From an optimization exercise on the open Yosys and OpenROAD flow, aimed at small area, a short achievable clock period and few clock cycles per item; shortcuts taken in it are not production practice.
Function was not checked in any run shown here: the RTL went through the layout flow alone.
Power figures rest on the tool's default switching activity, not on a simulated workload.

==> flow/design.v (outline; a module is shown in full before it is edited, if it fits) <==
// module mul_pp_tree: 1320 lines
// module mac_tree: 187 lines
// module csa_fa: 4 lines
// module csa_ha: 4 lines
// module matrix_multiplier_v2: 125 lines
module matrix_multiplier_v2
# (
    parameter ADDR_WIDTH = 17,
    parameter DATA_WIDTH = 32
)
(
    input clk,
    input rst,
    input start,
    input [DATA_WIDTH - 1 : 0] x_data,
    input [DATA_WIDTH - 1 : 0] y_data,
    input [ADDR_WIDTH - 1 : 0] x_rows,
    input [ADDR_WIDTH - 1 : 0] y_cols,
    input [ADDR_WIDTH - 1 : 0] x_cols_y_rows,
    output reg [ADDR_WIDTH - 1 : 0] x_addr,
    output reg [ADDR_WIDTH - 1 : 0] y_addr,
    output reg [ADDR_WIDTH - 1 : 0] z_addr,
    output reg [DATA_WIDTH - 1 : 0] z_data,
    output reg z_wen,
    output reg busy
);
  // ...
==> flow/run.sh <==
#!/bin/bash
# synth_recipe.tcl (not shown) runs the flow's synth.tcl, then flattens the netlist and writes it again
# the make line also repeats each setting of config.mk as NAME=value (left out here)
make -C /OpenROAD-flow-scripts/flow DESIGN_CONFIG=/design/flow/config.mk WORK_HOME=/design/flow/orfs CLKGATE_MAP_FILE= SYNTH_SCRIPT=/design/flow/synth_recipe.tcl finish
==> flow/config.mk <==
export PLATFORM = sky130hd
export DESIGN_NAME = matrix_multiplier_v2
export DESIGN_NICKNAME = matrix_multiplier_v2
export VERILOG_FILES = /design/flow/design.v
export SDC_FILE = /design/flow/constraint.sdc
export NUM_CORES = 4
export LEC_CHECK = 0
export CAP_MARGIN = 20
export CORE_MARGIN = 2
export CORE_UTILIZATION = 40
export SETUP_SLACK_MARGIN = 5
export SLEW_MARGIN = 20
export SYNTH_HIERARCHICAL = 1
export SYNTH_MINIMUM_KEEP_SIZE = 0
==> flow/constraint.sdc <==
create_clock -name core_clock -period 8.5 [get_ports {clk}]
set_input_delay 1.7000 -clock core_clock [delete_from_list [all_inputs] [get_ports {clk}]]
set_output_delay 1.7000 -clock core_clock [all_outputs]
set_load 0.01 [all_outputs]
==> impl_results.html, run 1 <==
<table>
<tr><th>Metric</th><th>Value</th></tr>
<tr><th colspan="2">Run status</th></tr>
<tr><td>Run status</td><td>complete, no violations</td></tr>
<tr><th colspan="2">Synth</th></tr>
<tr><td>Most used standard cell by instance count after synthesis</td><td>and2_1</td></tr>
<tr><td>Seq/Total Area, Yosys</td><td>0.246</td></tr>
<tr><td>Mux contribution to synthesized area</td><td>0.0131</td></tr>
<tr><td>Top cells by instance count after synthesis</td><td>504 x and2_1, 437 x fa_1, 350 x dfxtp_1, 135 x xnor2_1, 130 x nand2_1</td></tr>
<tr><td>Net count of the mapped netlist</td><td>3,353</td></tr>
<tr><th colspan="2">Critical path</th></tr>
<tr><td>Arrival time at the worst endpoint</td><td>4.23 ns</td></tr>
<tr><td>Destination of the worst register-to-register timing path</td><td>mid_r[110]</td></tr>
<tr><th colspan="2">STA</th></tr>
<tr><td>Hold violation total from the final report</td><td>0</td></tr>
<tr><td>Total of endpoints with negative setup slack in the final report</td><td>0</td></tr>
<tr><td>Total Negative Setup Slacks</td><td>0 ns</td></tr>
<tr><td>Slew at the pin with the worst max-slew slack</td><td>0.996 ns</td></tr>
<tr><th colspan="2">GRT</th></tr>
<tr><td>Initial antenna violation count</td><td>4</td></tr>
<tr><td>Met1 track demand over resource</td><td>0.311</td></tr>
<tr><td>Grt met3 use</td><td>0.0411</td></tr>
<tr><td>First-pass GRT wire length</td><td>132 mm</td></tr>
<tr><th colspan="2">Clock network</th></tr>
<tr><td>Number of levels the H-tree was split into</td><td>2</td></tr>
<tr><td>Number of instances resized during post-cts repair</td><td>207</td></tr>
<tr><th colspan="2">Die</th></tr>
<tr><td>Number of rows created at floorplan</td><td>97</td></tr>
<tr><td>IO Count</td><td>203</td></tr>
<tr><th colspan="2">Pwr</th></tr>
<tr><td>Switching Fraction</td><td>0.416</td></tr>
<tr><td>Power dissipated by switching net loads</td><td>4.11 mW</td></tr>
<tr><td>Leakage power summed over all cells</td><td>14.2 nW</td></tr>
<tr><th colspan="2">Drt</th></tr>
<tr><td>Routed wirelength normalized by instance count</td><td>22.8 um</td></tr>
<tr><td>Iteration-0 DRC count of the detailed router</td><td>1,454</td></tr>
<tr><th colspan="2">Placement</th></tr>
<tr><td>Cell total after placement</td><td>3,625</td></tr>
<tr><th colspan="2">Worst hold path</th></tr>
<tr><td>Start point of the worst hold path</td><td>l1</td></tr>
<tr><th colspan="2">Finish</th></tr>
<tr><td>Clock Network Area Fraction</td><td>0.0426</td></tr>
<tr><td>Top library cells by usage in the layout, fill and taps aside</td><td>492 x and2_1, 414 x fa_1, 309 x dfxtp_1</td></tr>
<tr><td>Sequential cell count of the final layout</td><td>351</td></tr>
<tr><td>Multi-input combinational area share</td><td>0.616</td></tr>
<tr><td>Number of flip-flops under the largest register name</td><td>122</td></tr>
<tr><td>Net total in the final layout</td><td>3,441</td></tr>
</table>
==> module matrix_multiplier_v2, before the edit <==
module matrix_multiplier_v2
# (
    parameter ADDR_WIDTH = 17,
    parameter DATA_WIDTH = 32
)
(
    input clk,
    input rst,
    input start,
    input [DATA_WIDTH - 1 : 0] x_data,
    input [DATA_WIDTH - 1 : 0] y_data,
    input [ADDR_WIDTH - 1 : 0] x_rows,
    input [ADDR_WIDTH - 1 : 0] y_cols,
    input [ADDR_WIDTH - 1 : 0] x_cols_y_rows,
    output reg [ADDR_WIDTH - 1 : 0] x_addr,
    output reg [ADDR_WIDTH - 1 : 0] y_addr,
    output reg [ADDR_WIDTH - 1 : 0] z_addr,
    output reg [DATA_WIDTH - 1 : 0] z_data,
    output reg z_wen,
    output reg busy
);
localparam AW = ADDR_WIDTH;
localparam DW = DATA_WIDTH;
localparam MW = 122;
reg          act;        
reg          kz;         
reg          fst;        
reg [AW-1:0] kcnt;       
reg [AW-1:0] col;        
reg [AW-1:0] row;        
reg [AW-1:0] rowbase;    
wire [AW-1:0] col_inc = col + 1'b1;
wire [AW-1:0] row_inc = row + 1'b1;
wire [AW-1:0] x_inc   = x_addr + 1'b1;
wire last_k = kz | (kcnt == 1);
wire last_c = (col_inc == y_cols);
wire last_r = (row_inc == x_rows);
always @(posedge clk) begin
    if (rst)
        act <= 1'b0;
    else if (start)
        act <= (x_rows != 0) && (y_cols != 0);
    else if (last_k && last_c && last_r)
        act <= 1'b0;
end
always @(posedge clk) begin
    if (start) begin
        kz      <= (x_cols_y_rows == 0);
        kcnt    <= x_cols_y_rows;
        col     <= {AW{1'b0}};
        row     <= {AW{1'b0}};
        rowbase <= {AW{1'b0}};
        x_addr  <= {AW{1'b0}};
        y_addr  <= {AW{1'b0}};
        fst     <= 1'b1;
    end else begin
        fst <= last_k;
        if (!last_k) begin
            kcnt   <= kcnt - 1'b1;
            x_addr <= x_inc;
            y_addr <= y_addr + y_cols;
        end else begin
            kcnt <= x_cols_y_rows;
            if (!last_c) begin
                col    <= col_inc;
                y_addr <= col_inc;
                x_addr <= rowbase;
            end else begin
                col     <= {AW{1'b0}};
                y_addr  <= {AW{1'b0}};
                row     <= row_inc;
                rowbase <= x_inc;
                x_addr  <= x_inc;
            end
        end
    end
end
reg v1, f1, l1;
reg v2, f2, l2;
reg [DW-1:0] a_r, b_r;
reg v3, f3, l3;
reg [MW-1:0] mid_r;
wire [MW-1:0] mid;
wire [DW-1:0] sum;
mul_pp_tree mul_pp_tree
(
    .A(a_r),
    .B(b_r),
    .MID(mid)
);
mac_tree mac_tree
(
    .MID(mid_r),
    .ACC(f3 ? {DW{1'b0}} : z_data),
    .SUM(sum)
);
always @(posedge clk) begin
    if (rst) begin
        v1 <= 1'b0; v2 <= 1'b0; v3 <= 1'b0;
        z_wen <= 1'b0;
        busy  <= 1'b0;
    end else begin
        v1 <= act;
        v2 <= v1;
        v3 <= v2;
        z_wen <= v3 & l3;
        busy  <= (start & (x_rows != 0) & (y_cols != 0)) | act | v1 | v2 | v3;
    end
end
always @(posedge clk) begin
    f1 <= fst;    l1 <= last_k;
    f2 <= f1;     l2 <= l1;
    f3 <= f2;     l3 <= l2;
    a_r <= kz ? {DW{1'b0}} : x_data;
    b_r <= y_data;
    mid_r <= mid;
    z_data <= sum;
end
always @(posedge clk) begin
    if (start)
        z_addr <= {AW{1'b0}};
    else if (z_wen)
        z_addr <= z_addr + 1'b1;
end
endmodule
==> inputs of run 2 (changes only) <==
--- a/flow/design.v
+++ b/flow/design.v
@@ -1538,56 +1538,53 @@
 );
 localparam AW = ADDR_WIDTH;
 localparam DW = DATA_WIDTH;
-localparam MW = 122;
 reg          act;        
 reg          kz;         
 reg          fst;        
 reg [AW-1:0] kcnt;       
+reg [AW-1:0] kload;      
+reg [AW-1:0] cm1;        
+reg [AW-1:0] rcnt;       
 reg [AW-1:0] col;        
-reg [AW-1:0] row;        
 reg [AW-1:0] rowbase;    
-wire [AW-1:0] col_inc = col + 1'b1;
-wire [AW-1:0] row_inc = row + 1'b1;
-wire [AW-1:0] x_inc   = x_addr + 1'b1;
-wire last_k = kz | (kcnt == 1);
-wire last_c = (col_inc == y_cols);
-wire last_r = (row_inc == x_rows);
+wire last_k = (kcnt == 0);
+wire last_c = (col == cm1);
+wire last_r = (rcnt == 0);
 always @(posedge clk) begin
-    if (rst)
-        act <= 1'b0;
-    else if (start)
-        act <= (x_rows != 0) && (y_cols != 0);
-    else if (last_k && last_c && last_r)
+    if (rst) begin
         act <= 1'b0;
-end
-always @(posedge clk) begin
-    if (start) begin
+    end else if (start && !act) begin
+        act     <= (x_rows != 0) && (y_cols != 0);
         kz      <= (x_cols_y_rows == 0);
-        kcnt    <= x_cols_y_rows;
+        kload   <= (x_cols_y_rows == 0) ? {AW{1'b0}} : x_cols_y_rows - 1'b1;
+        kcnt    <= (x_cols_y_rows == 0) ? {AW{1'b0}} : x_cols_y_rows - 1'b1;
+        cm1     <= y_cols - 1'b1;
+        rcnt    <= x_rows - 1'b1;
         col     <= {AW{1'b0}};
-        row     <= {AW{1'b0}};
         rowbase <= {AW{1'b0}};
         x_addr  <= {AW{1'b0}};
         y_addr  <= {AW{1'b0}};
         fst     <= 1'b1;
-    end else begin
+    end else if (act) begin
         fst <= last_k;
         if (!last_k) begin
             kcnt   <= kcnt - 1'b1;
-            x_addr <= x_inc;
+            x_addr <= x_addr + 1'b1;
             y_addr <= y_addr + y_cols;
         end else begin
-            kcnt <= x_cols_y_rows;
+            kcnt <= kload;
             if (!last_c) begin
-                col    <= col_inc;
-                y_addr <= col_inc;
+                col    <= col + 1'b1;
+                y_addr <= col + 1'b1;
                 x_addr <= rowbase;
             end else begin
                 col     <= {AW{1'b0}};
                 y_addr  <= {AW{1'b0}};
-                row     <= row_inc;
-                rowbase <= x_inc;
-                x_addr  <= x_inc;
+                rowbase <= rowbase + x_cols_y_rows;
+                x_addr  <= rowbase + x_cols_y_rows;
+                rcnt    <= rcnt - 1'b1;
+                if (last_r)
+                    act <= 1'b0;
             end
         end
     end
@@ -1596,6 +1593,7 @@
 reg v2, f2, l2;
 reg [DW-1:0] a_r, b_r;
 reg v3, f3, l3;
+localparam MW = 122;
 reg [MW-1:0] mid_r;
 wire [MW-1:0] mid;
 wire [DW-1:0] sum;
@@ -1634,7 +1632,7 @@
     z_data <= sum;
 end
 always @(posedge clk) begin
-    if (start)
+    if (start && !busy)
         z_addr <= {AW{1'b0}};
     else if (z_wen)
         z_addr <= z_addr + 1'b1;
--- a/flow/config.mk
+++ b/flow/config.mk
@@ -8,7 +8,6 @@
 export CAP_MARGIN = 20
 export CORE_MARGIN = 2
 export CORE_UTILIZATION = 40
-export SETUP_SLACK_MARGIN = 5
 export SLEW_MARGIN = 20
 export SYNTH_HIERARCHICAL = 1
 export SYNTH_MINIMUM_KEEP_SIZE = 0
==> impl_results.html, run 2 <==
<table>
<tr><th>Metric</th><th>Value</th></tr>
<tr><th colspan="2">Drt</th></tr>
<tr><td>Antenna-violating nets left</td><td>0</td></tr>
<tr><td>Iteration-0 DRC count of the detailed router</td><td>1,467 (+0.89%)</td></tr>
<tr><td>Via-to-Cell Ratio</td><td>5.38</td></tr>
<tr><td>Routed wirelength normalized by instance count</td><td>22.8 um (about the same)</td></tr>
<tr><td>Detailed-router iteration count before antenna repair</td><td>5</td></tr>
<tr><td>Total wirelength of the detailed-routed design</td><td>89.7 mm</td></tr>
<tr><td># DRC</td><td>0</td></tr>
<tr><td>Total via count in the routed design</td><td>21,200</td></tr>
<tr><th colspan="2">Flow run</th></tr>
<tr><td># Max-Cap Violations</td><td>0</td></tr>
<tr><th colspan="2">Critical path</th></tr>
<tr><td>Required time of the critical path</td><td>8.84 ns</td></tr>
<tr><td>Crit-path leading delay family</td><td>compound AO/OA/AOI/OAI gates</td></tr>
<tr><td>List of cells traversed by the critical path</td><td>clkdlybuf4s50_1, ha_1, fa_1, a21o_1, a21o_1, a2111oi_0, o31ai_1, a31oi_1, xnor2_1, a21oi_1, nor2_1</td></tr>
<tr><td>Type of origin of the critical path</td><td>primary input</td></tr>
<tr><td>Buffers &amp; Inverters on Critical Path</td><td>1</td></tr>
<tr><td>Kind of capture point of the worst setup path</td><td>flop</td></tr>
<tr><td>Arrival time at the worst endpoint</td><td>4.87 ns (+0.64 ns)</td></tr>
<tr><td>Crit Path Class</td><td>primary input to flop</td></tr>
<tr><td>Crit-path max FO</td><td>4</td></tr>
<tr><td>Largest stage delay on the critical path</td><td>0.89 ns</td></tr>
<tr><td>Worst path slowest cell</td><td>a2111oi_0</td></tr>
<tr><td>Crit path top cell by count</td><td>a21o_1</td></tr>
<tr><th colspan="2">Synth</th></tr>
<tr><td>Async set or reset register ratio after synthesis</td><td>0</td></tr>
<tr><td>Post-synth EDFFs</td><td>138</td></tr>
<tr><td>Top post-synthesis cells by area</td><td>fa_1 29%, dfxtp_1 16%, edfxtp_1 13%</td></tr>
<tr><td>Top FF cell, synth</td><td>dfxtp_1</td></tr>
<tr><td>Mean instance size in the synthesized netlist</td><td>10.9 um^2</td></tr>
<tr><td>Number of storage elements in the synthesis netlist</td><td>385</td></tr>
<tr><td>Number of distinct library cells after synthesis</td><td>74</td></tr>
<tr><td>Most used standard cell by instance count after synthesis</td><td>and2_1</td></tr>
<tr><td>Top cells by instance count after synthesis</td><td>499 x and2_1, 438 x fa_1, 247 x dfxtp_1, 180 x nor2_1, 138 x edfxtp_1</td></tr>
<tr><td>Seq/Total Area, Yosys</td><td>0.296 (+0.0493)</td></tr>
<tr><td>Yosys top cell by area</td><td>fa_1</td></tr>
<tr><td>Post-synth top area share</td><td>0.285</td></tr>
<tr><td>Number of warning messages in the yosys log</td><td>7</td></tr>
<tr><td>Post-Synthesis Cell Area</td><td>30,700 um^2</td></tr>
<tr><td>Net count of the mapped netlist</td><td>3,487 (+4.0%)</td></tr>
<tr><td>Synthesized instance count</td><td>2,828</td></tr>
<tr><th colspan="2">Pwr</th></tr>
<tr><td>Max rail drop VDD</td><td>0.000262 V</td></tr>
<tr><td>Comb pwr share</td><td>0.615</td></tr>
<tr><td>Switching Fraction</td><td>0.449 (+0.0329)</td></tr>
<tr><td>Total power density per cell area</td><td>346 nW/um^2</td></tr>
<tr><td>Leakage power summed over all cells</td><td>14.1 nW (-0.31%)</td></tr>
<tr><td>Power dissipated by switching net loads</td><td>5.37 mW (+31%)</td></tr>
<tr><td>Part of the total power dissipated in sequential elements</td><td>0.215</td></tr>
<tr><td>Clock network fraction of design power</td><td>0.169</td></tr>
<tr><td>Int Power</td><td>6.59 mW</td></tr>
<tr><th colspan="2">STA</th></tr>
<tr><td>Final critical-path required period</td><td>4.53 ns</td></tr>
<tr><td>Worst-case headroom to the max-slew limit</td><td>0.248</td></tr>
<tr><td>Hold violation total from the final report</td><td>0 (unchanged)</td></tr>
<tr><td>Period Utilization, post-route</td><td>0.533</td></tr>
<tr><td>Clock skew</td><td>0.0361 ns</td></tr>
<tr><td>Unrepaired setup endpoints after global routing</td><td>false</td></tr>
<tr><td>Total of endpoints with negative setup slack in the final report</td><td>0 (unchanged)</td></tr>
<tr><td>Final-report max-slew violation count</td><td>0</td></tr>
<tr><td>Total Negative Setup Slacks</td><td>0 ns (unchanged)</td></tr>
<tr><td>Slew at the pin with the worst max-slew slack</td><td>1.13 ns (+0.131 ns)</td></tr>
<tr><td>Highest achievable clock rate</td><td>221 MHz</td></tr>
<tr><th colspan="2">Finish</th></tr>
<tr><td>Number of flip-flops under the largest register name</td><td>122 (unchanged)</td></tr>
<tr><td>Area occupied by registers</td><td>9090 um^2</td></tr>
<tr><td>Top library cells by usage in the layout, fill and taps aside</td><td>499 x and2_1, 438 x fa_1, 247 x dfxtp_1</td></tr>
<tr><td>Share of final-layout standard cells stronger than drive strength 1</td><td>0.0475</td></tr>
<tr><td>Register with the highest flop count</td><td>mid_r</td></tr>
<tr><td>Multi-input gate area</td><td>20,200 um^2</td></tr>
<tr><td>Net total in the final layout</td><td>3,530 (+2.6%)</td></tr>
<tr><td>Layout area overhead</td><td>12.4%</td></tr>
<tr><td>Most common library cell in the layout ignoring fill and taps</td><td>and2_1</td></tr>
<tr><td>Fillers</td><td>7,124</td></tr>
<tr><td>Core Util, Final</td><td>0.454</td></tr>
<tr><th colspan="2">Clock network</th></tr>
<tr><td>CTS tree</td><td>done</td></tr>
<tr><td>Number of levels the H-tree was split into</td><td>2 (unchanged)</td></tr>
<tr><td>Hold Buf Count CTS</td><td>0</td></tr>
<tr><td>Clock transition at the register clock pins on the worst setup and hold paths after CTS</td><td>0.06 ns</td></tr>
<tr><td>TritonCTS buffer count</td><td>47</td></tr>
<tr><td>Number of buffers on the longest clock path</td><td>3</td></tr>
<tr><td>Clock latency on the worst-skew pair</td><td>0.62 ns</td></tr>
<tr><td>Clock sink count</td><td>385</td></tr>
<tr><td>Setup bufs post-CTS</td><td>0</td></tr>
<tr><td>Number of instances resized during post-cts repair</td><td>0 (-100%)</td></tr>
<tr><td>Clock Tree Root</td><td>clkbuf_16</td></tr>
<tr><th colspan="2">Die</th></tr>
<tr><td>Starting density of the core</td><td>0.404</td></tr>
<tr><td>Number of rows created at floorplan</td><td>101 (+4.1%)</td></tr>
<tr><td>Die span in x</td><td>281 um</td></tr>
<tr><td>Die height</td><td>281 um</td></tr>
<tr><td>Area of the die</td><td>79,100 um^2</td></tr>
<tr><td>Core Area</td><td>76,100 um^2</td></tr>
<tr><td>IO Count</td><td>203 (unchanged)</td></tr>
<tr><th colspan="2">GRT</th></tr>
<tr><td>Initial antenna violation count</td><td>14 (+10)</td></tr>
<tr><td>First-pass GRT wire length</td><td>137 mm (+3.7%)</td></tr>
<tr><td>Vias in the first global route</td><td>22,800</td></tr>
<tr><td>Maximum number of pins on one net before global-route repair</td><td>91</td></tr>
<tr><td>Remaining global-route overflow</td><td>0</td></tr>
<tr><td>Overall global routing resource usage</td><td>0.230</td></tr>
<tr><th colspan="2">Run status</th></tr>
<tr><td>Run status</td><td>complete, no violations</td></tr>
<tr><th colspan="2">Worst hold path</th></tr>
<tr><td>Type of the tightest min-delay check</td><td>flop to flop</td></tr>
<tr><th colspan="2">Placement</th></tr>
<tr><td>Gpl congestion</td><td>0.901</td></tr>
<tr><td>Dpl hpwl</td><td>63.9 mm</td></tr>
<tr><td>Count of input and output buffers</td><td>202</td></tr>
</table>
[run 2: cell types whose count changed after synthesis, moves of 18 or more]
cell      before  now
a21oi_1       53  104
nor2_1       110  180
o21ai_0       38   59
nand4_1       33   15
edfxtp_1       1  138
ha_1          83  103
dfxtp_1      350  247
xor2_1        77   97
mux2_2        21    0
[run 2: final cells by class]
class | count | share of cell area
clock inverter | 19 | 0.00598
sequential | 385 | 0.263
inverter | 28 | 0.00304
tap | 1030 | 0.0373
multi-input combinational | 2168 | 0.584
clock buffer | 65 | 0.0389
antenna | 2 | 0.000145
timing repair buffer | 241 | 0.0674
[run 2: final timing paths]
| check | from | endpoint | slack, ns | depth (start not counted) |
|---|---|---|---|---|
| worst max register to register | f3 | z_data[29] | 4.12 | 11 |
| worst min register to register | f1 | f2 | 0.32 | 0 |
| worst max-delay path | y_cols[0] | y_addr[14] | 3.97 | 11 |
| worst min-delay path | f1 | f2 | 0.32 | 0 |
[run 2: routing by layer]
metal / vias to the layer above / wire (um) / GRT usage
met1: 10800 / 38100 / 0.310
met3: 205 / 7740 / 0.0564
met2: 890 / 41100 / 0.369
met5: - / 167 / 0
met4: 26 / 2550 / 0.0666
li1: 9289 / - / -
[run 2: per-stage QoR]
stage	instance area, um^2	setup WS [ns]	cells	hold WS (ns)	total power [mW]
5_1_grt	34500	3.80	3936	0.339	12.9
2_1_floorplan	30700	3.94	2828	0.310	8.26
3_5_place_dp	33000	3.38	3851	0.312	9.87
4_1_cts	34500	4.06	3935	0.325	12.0
3_3_place_gp	33000	3.43	3851	0.314	9.69
6_report	34500	3.97	3938	0.323	12.0
[run 2: logic make-up after synthesis]
family	Yosys count	share of synthesized area
adder cells (fa/ha/maj)	541	0.327
flip-flops	385	0.296
buffers and inverters	275	0.0489
XOR/XNOR	228	0.0656
AO/OA/AOI/OAI	298	0.0613
multiplexers	25	0.00814
AND/OR/NAND/NOR	1076	0.193
[run 2: Yosys stat by module, one instance, submodules excluded]
| module | cells | copies in the design | cell area [um^2] |
|---|---|---|---|
| csa_fa | 1 | 435 | 20.0 |
| csa_ha | 1 | 30 | 12.5 |
| mac_tree | 261 | 1 | 1820 |
| matrix_multiplier_v2 | 1320 | 1 | 14900 |
| mul_pp_tree | 782 | 1 | 4930 |
[run 2: worst reg2reg max path: stages (launching register included)]
cell	delay, ns
dfxtp_1	0.30
buf_4	0.36
nor2b_1	0.15
fa_1	0.57
fa_1	0.44
ha_1	0.41
a21oi_1	0.38
a21boi_1	0.48
nand3_1	0.35
a211oi_2	0.45
o21ai_1	0.18
xor2_1	0.17
[run 2: power groups by stage]
stage / Sequential [mW] / Combinational (mW) / Clock (mW)
6_report: 2.57 / 7.36 / 2.03
2_1_floorplan: 2.58 / 5.68 / 0
5_1_grt: 2.61 / 8.17 / 2.15
3_5_place_dp: 2.62 / 7.25 / 0
4_1_cts: 2.58 / 7.30 / 2.08
3_3_place_gp: 2.61 / 7.08 / 0

[re-timing with driven ports]
The flow's constraints put no driver on any port. The routed layouts listed below were extracted and timed again, unchanged, in two steps. Step 1 sets driving cells, clkbuf_16 on the clock port and buf_2 on the other inputs (assumed; they add their load-dependent delay and slew). Step 2 adds t to the input delays and takes it off the output delays; t is the mean of the earliest and latest rising clock arrival at the registers after step 1. Input paths then give back, and output paths get back, about the clock's delay inside the block. a / b / c = no drivers / after step 1 / after step 2; a / b = the first two.
run | t, ns | setup slack, ns | worst slew at a driven data input, ns
run 1 | 0.643 | 4.739 / 4.739 / 4.397 | 0.08
run 2 | 0.673 | 3.974 / 4.018 / 3.345 | 0.13
After both steps every run listed still meets setup and hold. The setup slack of run 2, which loses most, moves by +0.044 ns with the drivers and by -0.629 ns with both steps.
